Source: an optimization exercise on an open RTL-to-GDS flow (aim: small area). Production flows keep margins and buffers that such runs may drop. Function was checked by simulation only, so behaviour that the tests miss may differ from the original. No activity file was given, so power comes from the tool's default toggle rates.

==> design.v <==
module ee354_debouncer(CLK, RESET, PB, SCEN);
  input  CLK, RESET, PB;
  output SCEN;
  localparam [2:0]
    INI   = 3'd2,
    W84   = 3'd3,
    WS    = 3'd5,
    MCEN  = 3'd4,
    CCEN  = 3'd7,
    MCONT = 3'd6,
    CCR   = 3'd0,
    WFCR  = 3'd1;
  reg       scen;       
  reg [2:0] st;         
  localparam [7:0] CNT_INV = 8'h55;
  localparam [2:0] MC_INV  = 3'd5;
  reg  [7:0] cnt_q;
  reg  [2:0] mc_q;
  wire [7:0] cnt = cnt_q ^ CNT_INV;    
  wire [2:0] mc  = mc_q ^ MC_INV;      
  assign SCEN = scen;
  wire t8   = cnt[7];
  wire t128 = cnt[7] & cnt[5] & cnt[4] & cnt[2] & cnt[1];
  always @(posedge CLK or posedge RESET) begin
    if (RESET) begin
      scen <= 1'b0;
      st   <= INI;
    end else if (scen) begin
      scen <= 1'b0;
      st   <= WS;
    end else begin
      case (st)
        INI:   if (PB) st <= W84;
        W84:   if (!PB) st <= INI;
               else if (t8) begin scen <= 1'b1; st <= INI; end
        WS:    if (!PB) st <= CCR;
               else if (t128) st <= MCEN;
        MCEN:  st <= CCEN;
        CCEN:  if (!PB) st <= CCR;
               else if (t128) st <= (mc == 3'd0) ? MCONT : MCEN;
        MCONT: if (!PB) st <= CCR;
        CCR:   st <= WFCR;
        WFCR:  if (PB) st <= WS;
               else if (t8) st <= INI;
      endcase
    end
  end
  wire clr_cnt = scen | (st == INI) | (st == MCEN) | (st == CCR);
  wire clr_mc  = !scen & ((st == INI) | (st == CCR));
  wire inc_mc  = scen | (st == MCEN);
  always @(posedge CLK) begin
    if (clr_cnt) cnt_q <= CNT_INV;
    else         cnt_q <= {cnt[6:0], ~(cnt[7] ^ cnt[4])} ^ CNT_INV;
    if (clr_mc)      mc_q <= MC_INV;
    else if (inc_mc) mc_q <= (mc + 3'd1) ^ MC_INV;
  end
endmodule
module mastermind_core(
    input  wire        Clk,
    input  wire        Reset,
    input  wire [11:0] correct_answer,
    input  wire [2:0]  current_color,
    input  wire        confirm_color,
    input  wire        check_guess,
    input  wire        BtnL,
    input  wire        BtnR,
    output reg  [1:0]  index,
    output reg  [2:0]  guess_num,
    output wire        q_Input,
    output wire        q_DoneC,
    output reg  [11:0] board,
    output reg  [59:0] frozen
);
    localparam [2:0] START = 3'b000, INPUT = 3'b001, CHECK = 3'b010,
                     DONEC = 3'b100, DONENC = 3'b110;
    reg [2:0]  state;
    reg [11:0] target;
    reg        pv;         
    reg [1:0]  pcol;       
    reg [2:0]  pcolor;     
    assign q_Input = state[0];
    assign q_DoneC = state[2] & ~state[1];
    wire is_start = (state == START);
    wire is_check = (state == CHECK);
    reg [11:0] current_guess;
    integer j;
    always @* begin
        current_guess = board;
        for (j = 0; j < 4; j = j + 1)
            if (pv && pcol == j)
                current_guess[j*3 +: 3] = pcolor;
    end
    wire all_filled =
        current_guess[ 2:0] != 3'd0 &&
        current_guess[ 5:3] != 3'd0 &&
        current_guess[ 8:6] != 3'd0 &&
        current_guess[11:9] != 3'd0;
    wire match  = (current_guess == target);
    wire commit = is_check && !match && guess_num != 3'd5;
    always @(posedge Clk or posedge Reset) begin
        if (Reset) begin
            state     <= START;
            guess_num <= 3'd0;
            board     <= 12'd0;
            pv        <= 1'b0;
        end else begin
            case (state)
              START:  state <= INPUT;
              INPUT:  if (check_guess && all_filled) state <= CHECK;
              CHECK:  if (match) state <= DONEC;
                      else if (guess_num == 3'd5) state <= DONENC;
                      else state <= INPUT;
              DONEC:  ;
              DONENC: ;
              default: state <= START;
            endcase
            if (commit) guess_num <= guess_num + 3'd1;
            board <= (is_start || commit) ? 12'd0 : current_guess;
            pv    <= q_Input && confirm_color;
        end
    end
    integer k;
    always @(posedge Clk) begin
        pcol   <= index;
        pcolor <= current_color;
        if (is_start) begin
            index  <= 2'd0;
            target <= correct_answer;
        end else if (q_Input) begin
            if (BtnR && index != 2'b11)
              index <= index + 2'd1;
            else if (BtnL && index != 2'b00)
              index <= index - 2'd1;
        end
        for (k = 0; k < 5; k = k + 1)
            if (commit && guess_num == k)
                frozen[k*12 +: 12] <= current_guess;
    end
endmodule
module mastermind_vga (
    input             clk,
    input             bright,
    input       [9:0] hc,
    input       [9:0] vc,
    input      [59:0] frozen,
    input      [11:0] board,
    input       [2:0] guess_num,
    input             q_Input,
    input       [1:0] cursor_index,
    input       [2:0] current_color,
    input             q_DoneC,
    output reg        r, g, b
);
  wire [1:0] col = hc[7:6];
  wire [5:0] hx  = hc[5:0];
  wire [2:0] row = vc[8:6];
  wire [5:0] dy  = vc[5:0];
  wire in_x = hc[9] & ~hc[8] & (hc[7:3] != 5'd0) & (hc[7:3] != 5'd31);
  wire in_y = vc[9] & (row < 3'd5 || (row == 3'd5 && dy < 6'd48));
  wire in_grid = in_x & in_y;
  reg       on_line;
  reg [4:0] half;       
  always @* begin
    on_line = 1'b0; half = 5'd0;
    case (dy)
      6'd8: begin on_line = 1'b1; half = 5'd0; end
      6'd9: begin on_line = 1'b1; half = 5'd5; end
      6'd10: begin on_line = 1'b1; half = 5'd7; end
      6'd11: begin on_line = 1'b1; half = 5'd9; end
      6'd12: begin on_line = 1'b1; half = 5'd10; end
      6'd13: begin on_line = 1'b1; half = 5'd11; end
      6'd14: begin on_line = 1'b1; half = 5'd12; end
      6'd15: begin on_line = 1'b1; half = 5'd13; end
      6'd16: begin on_line = 1'b1; half = 5'd13; end
      6'd17: begin on_line = 1'b1; half = 5'd14; end
      6'd18: begin on_line = 1'b1; half = 5'd14; end
      6'd19: begin on_line = 1'b1; half = 5'd15; end
      6'd20: begin on_line = 1'b1; half = 5'd15; end
      6'd21: begin on_line = 1'b1; half = 5'd15; end
      6'd22: begin on_line = 1'b1; half = 5'd15; end
      6'd23: begin on_line = 1'b1; half = 5'd15; end
      6'd24: begin on_line = 1'b1; half = 5'd16; end
      6'd25: begin on_line = 1'b1; half = 5'd15; end
      6'd26: begin on_line = 1'b1; half = 5'd15; end
      6'd27: begin on_line = 1'b1; half = 5'd15; end
      6'd28: begin on_line = 1'b1; half = 5'd15; end
      6'd29: begin on_line = 1'b1; half = 5'd15; end
      6'd30: begin on_line = 1'b1; half = 5'd14; end
      6'd31: begin on_line = 1'b1; half = 5'd14; end
      6'd32: begin on_line = 1'b1; half = 5'd13; end
      6'd33: begin on_line = 1'b1; half = 5'd13; end
      6'd34: begin on_line = 1'b1; half = 5'd12; end
      6'd35: begin on_line = 1'b1; half = 5'd11; end
      6'd36: begin on_line = 1'b1; half = 5'd10; end
      6'd37: begin on_line = 1'b1; half = 5'd9; end
      6'd38: begin on_line = 1'b1; half = 5'd7; end
      6'd39: begin on_line = 1'b1; half = 5'd5; end
      6'd40: begin on_line = 1'b1; half = 5'd0; end
      default: ;
    endcase
  end
  wire       sx = hx[5];
  wire [4:0] fx = sx ? hx[4:0] : ~hx[4:0];
  reg lt, eq;
  integer i;
  always @* begin
    lt = 1'b0; eq = 1'b1;
    for (i = 4; i >= 0; i = i - 1) begin
      lt = lt | (eq & ~fx[i] & half[i]);
      eq = eq & ~(fx[i] ^ half[i]);
    end
  end
  wire circ = on_line & (lt | (sx & eq));
  wire [71:0] rows  = {board, frozen};
  wire [2:0]  row_s = (row == guess_num) ? 3'd5 : row;    
  wire [11:0] row_w = rows[row_s*12 +: 12];
  wire [2:0]  peg   = (row <= guess_num) ? row_w[col*3 +: 3] : 3'd0;
  wire active = q_Input && (row == guess_num);
  wire cursor = active && (col == cursor_index);
  wire border = (hx < 6'd10) || (hx >= 6'd54) || (dy < 6'd2) || (dy >= 6'd46);
  reg [2:0] c;
  always @* begin
    if (circ && peg != 3'd0)  c = peg;
    else if (circ && cursor)  c = current_color;
    else                      c = 3'd0;
  end
  wire cr = (c == 3'd4) || (c == 3'd5) || (c == 3'd6);
  wire cg = (c == 3'd2) || (c == 3'd3) || (c == 3'd5);
  wire cb = (c == 3'd1) || (c == 3'd3) || (c == 3'd6);
  wire white = active && border;
  always @(posedge clk) begin
    r <= bright & ~q_DoneC & in_grid & (cr | white);
    g <= bright & (q_DoneC | (in_grid & (cg | white)));
    b <= bright & ~q_DoneC & in_grid & (cb | white);
  end
endmodule
module display_controller(
  input            clk,
  input            reset,
  output           hSync, vSync,
  output           bright,
  output reg [9:0] hc,
  output reg [9:0] vc
);
  localparam [9:0] H0 = 10'd220, V0 = 10'd462;
  wire h_end = (hc == 10'd1019);    
  wire v_end = (vc == 10'd986);     
  always @(posedge clk or posedge reset) begin
    if (reset) begin
      hc <= H0;
      vc <= V0;
    end else if (!h_end) begin
      hc <= hc + 10'd1;
    end else begin
      hc <= H0;
      vc <= v_end ? V0 : vc + 10'd1;
    end
  end
  assign hSync = (hc < 10'd316);    
  assign vSync = (vc < 10'd464);    
  assign bright = (hc >= 10'd365) && (hc <= 10'd1004) &&    
                  (vc >= 10'd497) && (vc <= 10'd977);      
endmodule
`timescale 1ns / 1ps
module ee354_mastermind_top_A7(
    input  wire       ClkPort,
    input  wire       Reset,
    input  wire       BtnL, BtnU, BtnD, BtnR, BtnC,
    input  wire       Sw5, Sw4, Sw3, Sw2, Sw1, Sw0,
    input  wire [11:0] Answer,
    output wire       hSync, vSync,
    output wire [3:0] vgaR, vgaG, vgaB
);
  wire sys_clk = ClkPort;
  wire reset_db;
  ee354_debouncer db_reset(
    .CLK(sys_clk), .RESET(Reset), .PB(BtnU), .SCEN(reset_db)
  );
  wire game_reset = reset_db | Reset;
  wire btn_reset  = BtnU | Reset;
  wire confirm_color, confirm_guess, left_db, right_db;
  ee354_debouncer db_color (
    .CLK(sys_clk), .RESET(btn_reset), .PB(BtnD), .SCEN(confirm_color)
  );
  ee354_debouncer db_guess (
    .CLK(sys_clk), .RESET(btn_reset), .PB(BtnC), .SCEN(confirm_guess)
  );
  ee354_debouncer db_right(
    .CLK(sys_clk), .RESET(btn_reset), .PB(BtnR), .SCEN(right_db)
  );
  ee354_debouncer db_left (
    .CLK(sys_clk), .RESET(btn_reset), .PB(BtnL), .SCEN(left_db)
  );
  wire [1:0]  cursor_index;
  wire [2:0]  guessNumber;
  wire        q_Input, q_DoneC;
  wire [11:0] board;
  wire [59:0] frozen;
  reg  [2:0]  current_color;
  always @(posedge sys_clk or posedge game_reset) begin
    if (game_reset)
      current_color <= 3'd0;
    else if (q_Input)
      case ({Sw5,Sw4,Sw3,Sw2,Sw1,Sw0})
        6'b000001: current_color <= 3'b001;
        6'b000010: current_color <= 3'b010;
        6'b000100: current_color <= 3'b011;
        6'b001000: current_color <= 3'b100;
        6'b010000: current_color <= 3'b101;
        6'b100000: current_color <= 3'b110;
        default:   current_color <= 3'b000;
      endcase
  end
  mastermind_core core_u(
    .Clk            (sys_clk),
    .Reset          (game_reset),
    .correct_answer (Answer),
    .current_color  (current_color),
    .confirm_color  (confirm_color),
    .check_guess    (confirm_guess),
    .BtnL           (left_db),
    .BtnR           (right_db),
    .index          (cursor_index),
    .guess_num      (guessNumber),
    .q_Input        (q_Input),
    .q_DoneC        (q_DoneC),
    .board            (board),
    .frozen         (frozen)
  );
  wire       bright;
  wire [9:0] hc, vc;
  display_controller dc(
    .clk    (sys_clk),
    .reset  (Reset),
    .hSync  (hSync),
    .vSync  (vSync),
    .bright (bright),
    .hc     (hc),
    .vc     (vc)
  );
  wire r, g, b;
  mastermind_vga mg_vga(
    .clk           (sys_clk),
    .bright        (bright),
    .hc            (hc),
    .vc            (vc),
    .frozen        (frozen),
    .board           (board),
    .guess_num     (guessNumber),
    .q_Input       (q_Input),
    .cursor_index  (cursor_index),
    .current_color (current_color),
    .q_DoneC       (q_DoneC),
    .r             (r),
    .g             (g),
    .b             (b)
  );
  assign vgaR = {4{r}};
  assign vgaG = {4{g}};
  assign vgaB = {4{b}};
endmodule
==> flow/run.sh <==
#!/bin/bash
# Own layout flow: the standard flow (standard.sh) with these changes to
# how the layout is made:
#  - after the standard synthesis (unchanged), its combinational cells are
#    mapped again for area by ABC (remap.tcl).  Each of 5 passes maps the
#    previous pass's smallest netlist with every script area*.abc and
#    deep*.abc (up to 4 at a time); the smallest netlist of all passes is
#    kept.  Registers keep their instances, names and cell types; each pass
#    is an exact re-mapping of the same logic;
#  - ports are buffered with buf_1 instead of the resizer's default pick;
#  - CTS uses small clock buffers and inserts no dummy loads.
# Logs (in this folder): flow_synth.log, flow_comb_cells.log,
# remap/<pass>_<script>.log, flow_remap_choice.log, flow_layout.log;
# the ORFS logs are under orfs/logs.
set -euo pipefail
here=$(pwd)
res="$here/orfs/results/${FLOW_PLATFORM}/ee354_mastermind_top_A7/base"
bash standard.sh synth > "$here/flow_synth.log" 2>&1
cp "$res/1_2_yosys.v" "$here/standard_synth.v"
export LIB="$FLOW_HOME/platforms/sky130hd/lib/sky130_fd_sc_hd__tt_025C_1v80.lib"
export COMB_CELLS="$here/comb_cells.v"
export TOP="$FLOW_TOP"
export DONT_USE="sky130_fd_sc_hd__probe_p_8 sky130_fd_sc_hd__probec_p_8 sky130_fd_sc_hd__lpflow_*"
yosys -c "$here/flow/comb_cells.tcl" > "$here/flow_comb_cells.log" 2>&1
mkdir -p "$here/remap"
remap_one() {  # remap_one INPUT SCRIPT NAME
  NET_IN="$1" ABC_SCRIPT="$2" NET_OUT="$here/remap/$3.v" \
    yosys -c "$here/flow/remap.tcl" > "$here/remap/$3.log" 2>&1 || true
}
cur="$here/standard_synth.v"
best="$cur"; best_area=""
for pass in 1 2 3 4 5; do
  n=0
  for s in "$here"/flow/area*.abc "$here"/flow/deep*.abc; do
    remap_one "$cur" "$s" "p${pass}_$(basename "$s" .abc)" &
    n=$((n + 1))
    if (( n % 4 == 0 )); then wait; fi
  done
  wait
  pbest=""; parea=""
  for st in "$here"/remap/p${pass}_*.v.stat; do
    a=$(awk '/Chip area/ {print $NF}' "$st" | tail -1)
    [[ -n "$a" && -s "${st%.stat}" ]] || continue
    echo "$(basename "${st%.v.stat}"): $a" >> "$here/flow_remap_choice.log"
    if [[ -z "$pbest" ]] || awk -v a="$a" -v b="$parea" 'BEGIN {exit !(a < b)}'; then
      pbest="$(basename "${st%.v.stat}")"; parea="$a"
    fi
  done
  if [[ -z "$pbest" ]]; then break; fi
  cur="$here/remap/$pbest.v"
  if [[ -z "$best_area" ]] || awk -v a="$parea" -v b="$best_area" 'BEGIN {exit !(a < b)}'; then
    best="$cur"; best_area="$parea"
  fi
  echo "pass $pass: $pbest ($parea); best so far $(basename "$best") ($best_area)" >> "$here/flow_remap_choice.log"
done
cur="$best"
cp "$cur" "$here/remapped.v"
cp "$cur" "$res/1_2_yosys.v"
rm -f "$res/1_synth.odb" "$res/1_synth.sdc"
export BUFFER_PORTS_ARGS="-buffer_cell sky130_fd_sc_hd__buf_1"
export CTS_ARGS="-sink_clustering_enable -repair_clock_nets -dont_use_dummy_load -sink_clustering_size 16 -buf_list {sky130_fd_sc_hd__clkbuf_8 sky130_fd_sc_hd__clkbuf_4}"
bash standard.sh > "$here/flow_layout.log" 2>&1
==> flow/area1.abc <==
strash; balance; rewrite; refactor; balance; rewrite; rewrite -z; balance; refactor -z; rewrite -z; balance; dch -f; amap; topo; dnsize
==> flow/area2.abc <==
strash; balance -l; resub -K 6 -l; rewrite -l; resub -K 6 -N 2 -l; refactor -l; resub -K 8 -l; balance -l; resub -K 8 -N 2 -l; rewrite -l; resub -K 10 -l; rewrite -z -l; resub -K 10 -N 2 -l; balance -l; resub -K 12 -l; refactor -z -l; resub -K 12 -N 2 -l; rewrite -z -l; balance -l; dch -f; amap; topo; dnsize
==> flow/area3.abc <==
strash; balance -l; resub -K 6 -l; rewrite -l; resub -K 6 -N 2 -l; refactor -l; resub -K 8 -l; balance -l; resub -K 8 -N 2 -l; rewrite -l; resub -K 10 -l; rewrite -z -l; resub -K 10 -N 2 -l; balance -l; resub -K 12 -l; refactor -z -l; resub -K 12 -N 2 -l; rewrite -z -l; balance -l; strash; balance -l; resub -K 6 -l; rewrite -l; resub -K 6 -N 2 -l; refactor -l; resub -K 8 -l; balance -l; resub -K 8 -N 2 -l; rewrite -l; resub -K 10 -l; rewrite -z -l; resub -K 10 -N 2 -l; balance -l; resub -K 12 -l; refactor -z -l; resub -K 12 -N 2 -l; rewrite -z -l; balance -l; dch -f; amap; topo; dnsize
==> flow/area4.abc <==
strash; balance; rewrite; refactor; balance; rewrite; rewrite -z; balance; refactor -z; rewrite -z; balance; strash; balance; rewrite; refactor; balance; rewrite; rewrite -z; balance; refactor -z; rewrite -z; balance; dch -f; amap; topo; dnsize
==> flow/area5.abc <==
strash; balance -l; resub -K 6 -l; rewrite -l; resub -K 6 -N 2 -l; refactor -l; resub -K 8 -l; balance -l; resub -K 8 -N 2 -l; rewrite -l; resub -K 10 -l; rewrite -z -l; resub -K 10 -N 2 -l; balance -l; resub -K 12 -l; refactor -z -l; resub -K 12 -N 2 -l; rewrite -z -l; balance -l; &get -n; &st; &dch -f; &nf -R 1000; &put; topo; dnsize
==> flow/area6.abc <==
strash; balance -l; resub -K 6 -l; rewrite -l; resub -K 6 -N 2 -l; refactor -l; resub -K 8 -l; balance -l; resub -K 8 -N 2 -l; rewrite -l; resub -K 10 -l; rewrite -z -l; resub -K 10 -N 2 -l; balance -l; resub -K 12 -l; refactor -z -l; resub -K 12 -N 2 -l; rewrite -z -l; balance -l; strash; balance -l; resub -K 6 -l; rewrite -l; resub -K 6 -N 2 -l; refactor -l; resub -K 8 -l; balance -l; resub -K 8 -N 2 -l; rewrite -l; resub -K 10 -l; rewrite -z -l; resub -K 10 -N 2 -l; balance -l; resub -K 12 -l; refactor -z -l; resub -K 12 -N 2 -l; rewrite -z -l; balance -l; &get -n; &st; &dch -f; &nf -R 1000; &put; topo; dnsize
==> flow/area7.abc <==
strash; balance -l; resub -K 6 -l; rewrite -l; resub -K 6 -N 2 -l; refactor -l; resub -K 8 -l; balance -l; resub -K 8 -N 2 -l; rewrite -l; resub -K 10 -l; rewrite -z -l; resub -K 10 -N 2 -l; balance -l; resub -K 12 -l; refactor -z -l; resub -K 12 -N 2 -l; rewrite -z -l; balance -l; &get -n; &st; &dc2; &dch -f; &nf -R 1000; &put; topo; dnsize
==> flow/area8.abc <==
strash; balance -l; resub -K 6 -l; rewrite -l; resub -K 6 -N 2 -l; refactor -l; resub -K 8 -l; balance -l; resub -K 8 -N 2 -l; rewrite -l; resub -K 10 -l; rewrite -z -l; resub -K 10 -N 2 -l; balance -l; resub -K 12 -l; refactor -z -l; resub -K 12 -N 2 -l; rewrite -z -l; balance -l; dch -f; amap; topo; dnsize; strash; strash; balance -l; resub -K 6 -l; rewrite -l; resub -K 6 -N 2 -l; refactor -l; resub -K 8 -l; balance -l; resub -K 8 -N 2 -l; rewrite -l; resub -K 10 -l; rewrite -z -l; resub -K 10 -N 2 -l; balance -l; resub -K 12 -l; refactor -z -l; resub -K 12 -N 2 -l; rewrite -z -l; balance -l; &get -n; &st; &dch -f; &nf -R 1000; &put; topo; dnsize
==> flow/comb_cells.tcl <==
# Write Verilog models of the platform's combinational cells from their
# liberty functions (env: LIB, COMB_CELLS).
yosys read_liberty -ignore_miss_func $::env(LIB)
yosys delete sky130_fd_sc_hd__df* sky130_fd_sc_hd__edf* sky130_fd_sc_hd__sdf* sky130_fd_sc_hd__sedf* sky130_fd_sc_hd__dl* sky130_fd_sc_hd__conb_1 sky130_fd_sc_hd__lpflow* sky130_fd_sc_hd__probe* sky130_fd_sc_hd__ebuf* sky130_fd_sc_hd__einv*
yosys write_verilog -noattr $::env(COMB_CELLS)
==> flow/deep1.abc <==
strash; &get -n; &deepsyn -T 20 -S 1; &put; &get -n; &st; &dch -f; &nf -R 1000; &put; topo; dnsize
==> flow/deep2.abc <==
strash; &get -n; &deepsyn -T 20 -S 2; &put; &get -n; &st; &dch -f; &nf -R 1000; &put; topo; dnsize
==> flow/deep3.abc <==
strash; &get -n; &deepsyn -T 20 -S 3; &put; &get -n; &st; &dch -f; &nf -R 1000; &put; topo; dnsize
==> flow/deep4.abc <==
strash; &get -n; &deepsyn -T 20 -S 4; &put; &get -n; &st; &dch -f; &nf -R 1000; &put; topo; dnsize
==> flow/deep5.abc <==
strash; &get -n; &deepsyn -T 20 -S 5; &put; dch -f; amap; topo; dnsize
==> flow/deep6.abc <==
strash; &get -n; &deepsyn -T 20 -S 6; &put; dch -f; amap; topo; dnsize
==> flow/remap.tcl <==
# Re-map the combinational logic of the standard synthesis netlist for area.
# Sequential cells stay as they are (same instances, names and cell types);
# every other cell is read as its liberty function and mapped again by ABC.
# env: LIB, NET_IN, NET_OUT, TOP, ABC_SCRIPT, DONT_USE, COMB_CELLS
#   COMB_CELLS: Verilog models of the combinational cells (written by
#   comb_cells.tcl from the liberty file)
yosys read_liberty -lib $::env(LIB)
yosys read_verilog -overwrite $::env(COMB_CELLS)
yosys read_verilog $::env(NET_IN)
yosys hierarchy -top $::env(TOP)
yosys flatten
yosys hierarchy -top $::env(TOP)
yosys delete t:\$scopeinfo
yosys techmap
yosys opt_clean -purge
set du {}
foreach c $::env(DONT_USE) { lappend du -dont_use $c }
yosys abc -script $::env(ABC_SCRIPT) -liberty $::env(LIB) {*}$du
yosys opt_clean -purge
yosys splitnets
yosys opt_clean -purge
yosys hilomap -singleton -hicell sky130_fd_sc_hd__conb_1 HI -locell sky130_fd_sc_hd__conb_1 LO
yosys insbuf -buf sky130_fd_sc_hd__buf_1 A X
yosys tee -o $::env(NET_OUT).stat stat -liberty $::env(LIB)
yosys write_verilog -noattr -nohex -nodec $::env(NET_OUT)
==> standard.sh <==
#!/bin/bash
# synth_recipe.tcl (not shown) runs the flow's synth.tcl, then flattens the netlist and writes it again
# the make line also repeats each setting of config.mk as NAME=value (left out here)
make -C /OpenROAD-flow-scripts/flow DESIGN_CONFIG=/design/flow/config.mk WORK_HOME=/design/flow/orfs CLKGATE_MAP_FILE= SYNTH_SCRIPT=/design/flow/synth_recipe.tcl "${@:-finish}"
==> config.mk <==
export PLATFORM = sky130hd
export DESIGN_NAME = ee354_mastermind_top_A7
export DESIGN_NICKNAME = ee354_mastermind_top_A7
export VERILOG_FILES = /design/flow/design.v
export SDC_FILE = /design/flow/constraint.sdc
export NUM_CORES = 4
export LEC_CHECK = 0
export CAP_MARGIN = 20
export CORE_MARGIN = 2
export CORE_UTILIZATION = 65
export PLACE_DENSITY = 0.8
export SLEW_MARGIN = 20
==> constraint.sdc <==
create_clock -name core_clock -period 14.0 [get_ports {ClkPort}]
set_input_delay 2.8000 -clock core_clock [delete_from_list [all_inputs] [get_ports {ClkPort}]]
set_output_delay 2.8000 -clock core_clock [all_outputs]
set_load 0.01 [all_outputs]
==> summary.txt <==
flip-flops by register name, summed over array words and instances (netlist names), 10 cells and up:
name	cells
core_u.frozen	60
dc.hc	10
core_u.board	12
core_u.target	12
dc.vc	10
placed cells by master, fill, tap and decap left out, types with 5 or more instances in the layout:
| cell type | n |
|---|---|
| o21ai_0 | 42 |
| or3_1 | 6 |
| xor2_1 | 16 |
| nand3_1 | 28 |
| nand2b_1 | 8 |
| nand2_1 | 85 |
| nor2_1 | 105 |
| o22ai_1 | 10 |
| nor4_1 | 9 |
| a222oi_1 | 12 |
| nand4_1 | 6 |
| o211ai_1 | 5 |
| and3_1 | 5 |
| nand3b_1 | 7 |
| clkbuf_8 | 17 |
| clkinv_1 | 33 |
| buf_1 | 38 |
| dfxtp_1 | 65 |
| nor2b_1 | 10 |
| a31oi_1 | 10 |
| buf_4 | 9 |
| and2_0 | 8 |
| mux2i_1 | 13 |
| a21oi_1 | 53 |
| dfstp_2 | 16 |
| nor3_1 | 20 |
| dfrtp_1 | 46 |
| edfxtp_1 | 72 |
| xnor2_1 | 9 |
area by class of cell:
| type | count | area [µm²] | area share [%] |
|---|---|---|---|
| Multi-Input combinational cell | 523 | 2940 | 33.6 |
| Sequential cell | 199 | 5030 | 57.5 |
| Timing Repair Buffer | 47 | 210 | 2.40 |
| Clock buffer | 17 | 234 | 2.67 |
| Inverter | 33 | 124 | 1.42 |
| Tap cell | 168 | 210 | 2.40 |
power by group:
group / internal, W / switching, W
Sequential: 0.000692 / 0.0000708
Clock: 0.000107 / 0.000165
Combinational: 0.0000803 / 0.000125
Total: 0.000880 / 0.000361
through the flow:
step           area, µm²  power, W
2_1_floorplan       8120  0.000915
3_3_place_gp        8510  0.000955
3_5_place_dp        8510  0.000978
4_1_cts             8740   0.00124
5_1_grt             8750   0.00130
6_report            8750   0.00124
path summary, 6_finish.rpt:
| kind | slack [ps] | to | cells after the start | from |
|---|---|---|---|---|
| max | 9450 | hSync | 6 | dc.hc[6]$_DFF_PP1_ |
| min | 360 | db_color.cnt_q[4]$_SDFF_PP1_ | 1 | db_color.cnt_q[3]$_SDFF_PP0_ |
| max reg2reg | 10350 | core_u.frozen[9]$_DFFE_PP_ | 9 | core_u.pv$_DFF_PP0_ |
| min reg2reg | 360 | db_color.cnt_q[4]$_SDFF_PP1_ | 1 | db_color.cnt_q[3]$_SDFF_PP0_ |
| max in group asynchronous | 11060 | core_u.state[0]$_DFFE_PP0P_ | 2 | Reset |
| min in group asynchronous | 560 | core_u.board[7]$_DFF_PP0_ | 1 | db_reset.scen$_DFF_PP0_ |
layer usage:
| metal | wire length (µm) | GRT usage (%) | vias up |
|---|---|---|---|
| met5 | 0 | 0 | - |
| met1 | 6980 | 34.9 | 2900 |
| met4 | 448 | 11.3 | 0 |
| met2 | 8210 | 43.0 | 219 |
| li1 | - | - | 2879 |
| met3 | 970 | 5.49 | 35 |
==> reports/qor.csv <==
metric,value,unit
pin_count,39,
worstMarginPinSlew,902,ps
leakage,3.29,nW
first_iter_violations,547,
cts-root-buf,clkbuf_8,
post_cts_resized,0,
maxSlewHeadroom,39.4,%
place_ws,9930,ps
path_cells,nor2_1 -> buf_4 -> nor2b_1 -> nor2_1 -> o21a_1 -> buf_1,
core,0.0121,mm²
crit_family,flip-flops,
yosysWarnings,5,
postCtsSetupBuffers,0,
crit_buf_inv,2,
path_clk_slew,90,ps
slowest_delay,610,ps
vdd_drop_max,0.000120,V
drive_above_1_share,5.62,%
rows,40,
rsz0062_at_grt,false,
cts_tree,yes,
max_cap_violations,0,
critical_path.endpoint_type,output pin,
clk_latency,470,ps
setup_viol,0,
grt_max_degree,25,
critPathRequiredTime,11200,ps
final_max_slew_viol_count,0,
grt_overflow,0,
fin_ws,9450,ps
syn_area_per_cell,10.6,µm²
routed_wl,16.6,mm
grt_pass1_vias,5650,
skew,30.2,ps
dieArea,0.0134,mm²
cts_buffer_depth,2,
postSynthNetCount,792,
die_w,116,µm
numCtsBuffers,17,
max_clock_freq,0.220,GHz
port_buffers,38,
ant_nets,0,
drc_errors,0,
cp_common_cell,nor2_1,
start_util,67.0,%
p_per_area,142,mW/mm²
period_share,32.5,%
grt_usage,26.4,%
cts.sinks,199,
nNetsFinal,846,
num_antenna_cells,0,
netlist_area,0.00812,mm²
hold_buffers,0,
grt_antenna_before_repair,0,
syn2layout_area_growth,7.82,%
via_per_inst,6.11,
grt_pass1_wl,27.2,mm
crit_type,flop to output pin,
hold_slack,360,ps
hp-class,flop to flop,
setup_tns,0,ps
worstPathArrival,1750,ps
slowest_stage,dfstp_2,
fillCellCount,912,
wl_per_cell,16.8,µm
hold_viol_final,0,
numPlacedInstances,970,
fin_util,72.3,%
dr.pass1.iters,6,
synth_cells,767,
die_h,116,µm
worstSetupStartpointType,flop,
fin_cells,987,
finalWeightedCongestion,0.897,
min_period,4550,ps
status,timing/DRC/antenna clean,
crit_fanout,16,
vias,6033,
dp.final_hpwl,12.0,mm
htree_levels,4,

## separate check: timing with driven ports
How much do the figures lean on ideal ports? The routed layout below was timed once more, with nothing changed but the port constraints.
Step 1 assumes that a clkbuf_16 drives the clock port and a buf_2 every other input.
Step 2, shift: input delay + t, output delay - t, t = (earliest + latest rising clock arrival at the registers) / 2. This alone moves slack from input paths to output paths.
a / b / c = no drivers / after step 1 / after step 2; a / b = the first two.
shift t [ns]: 0.496
slack for setup (ns): 9.449 / 9.410 / 9.906
hold WS [ns]: 0.360 / 0.360 / 0.360
After both steps this run still meets setup and hold. The setup slack of this run moves by -0.039 ns with the drivers and by +0.457 ns with both steps.
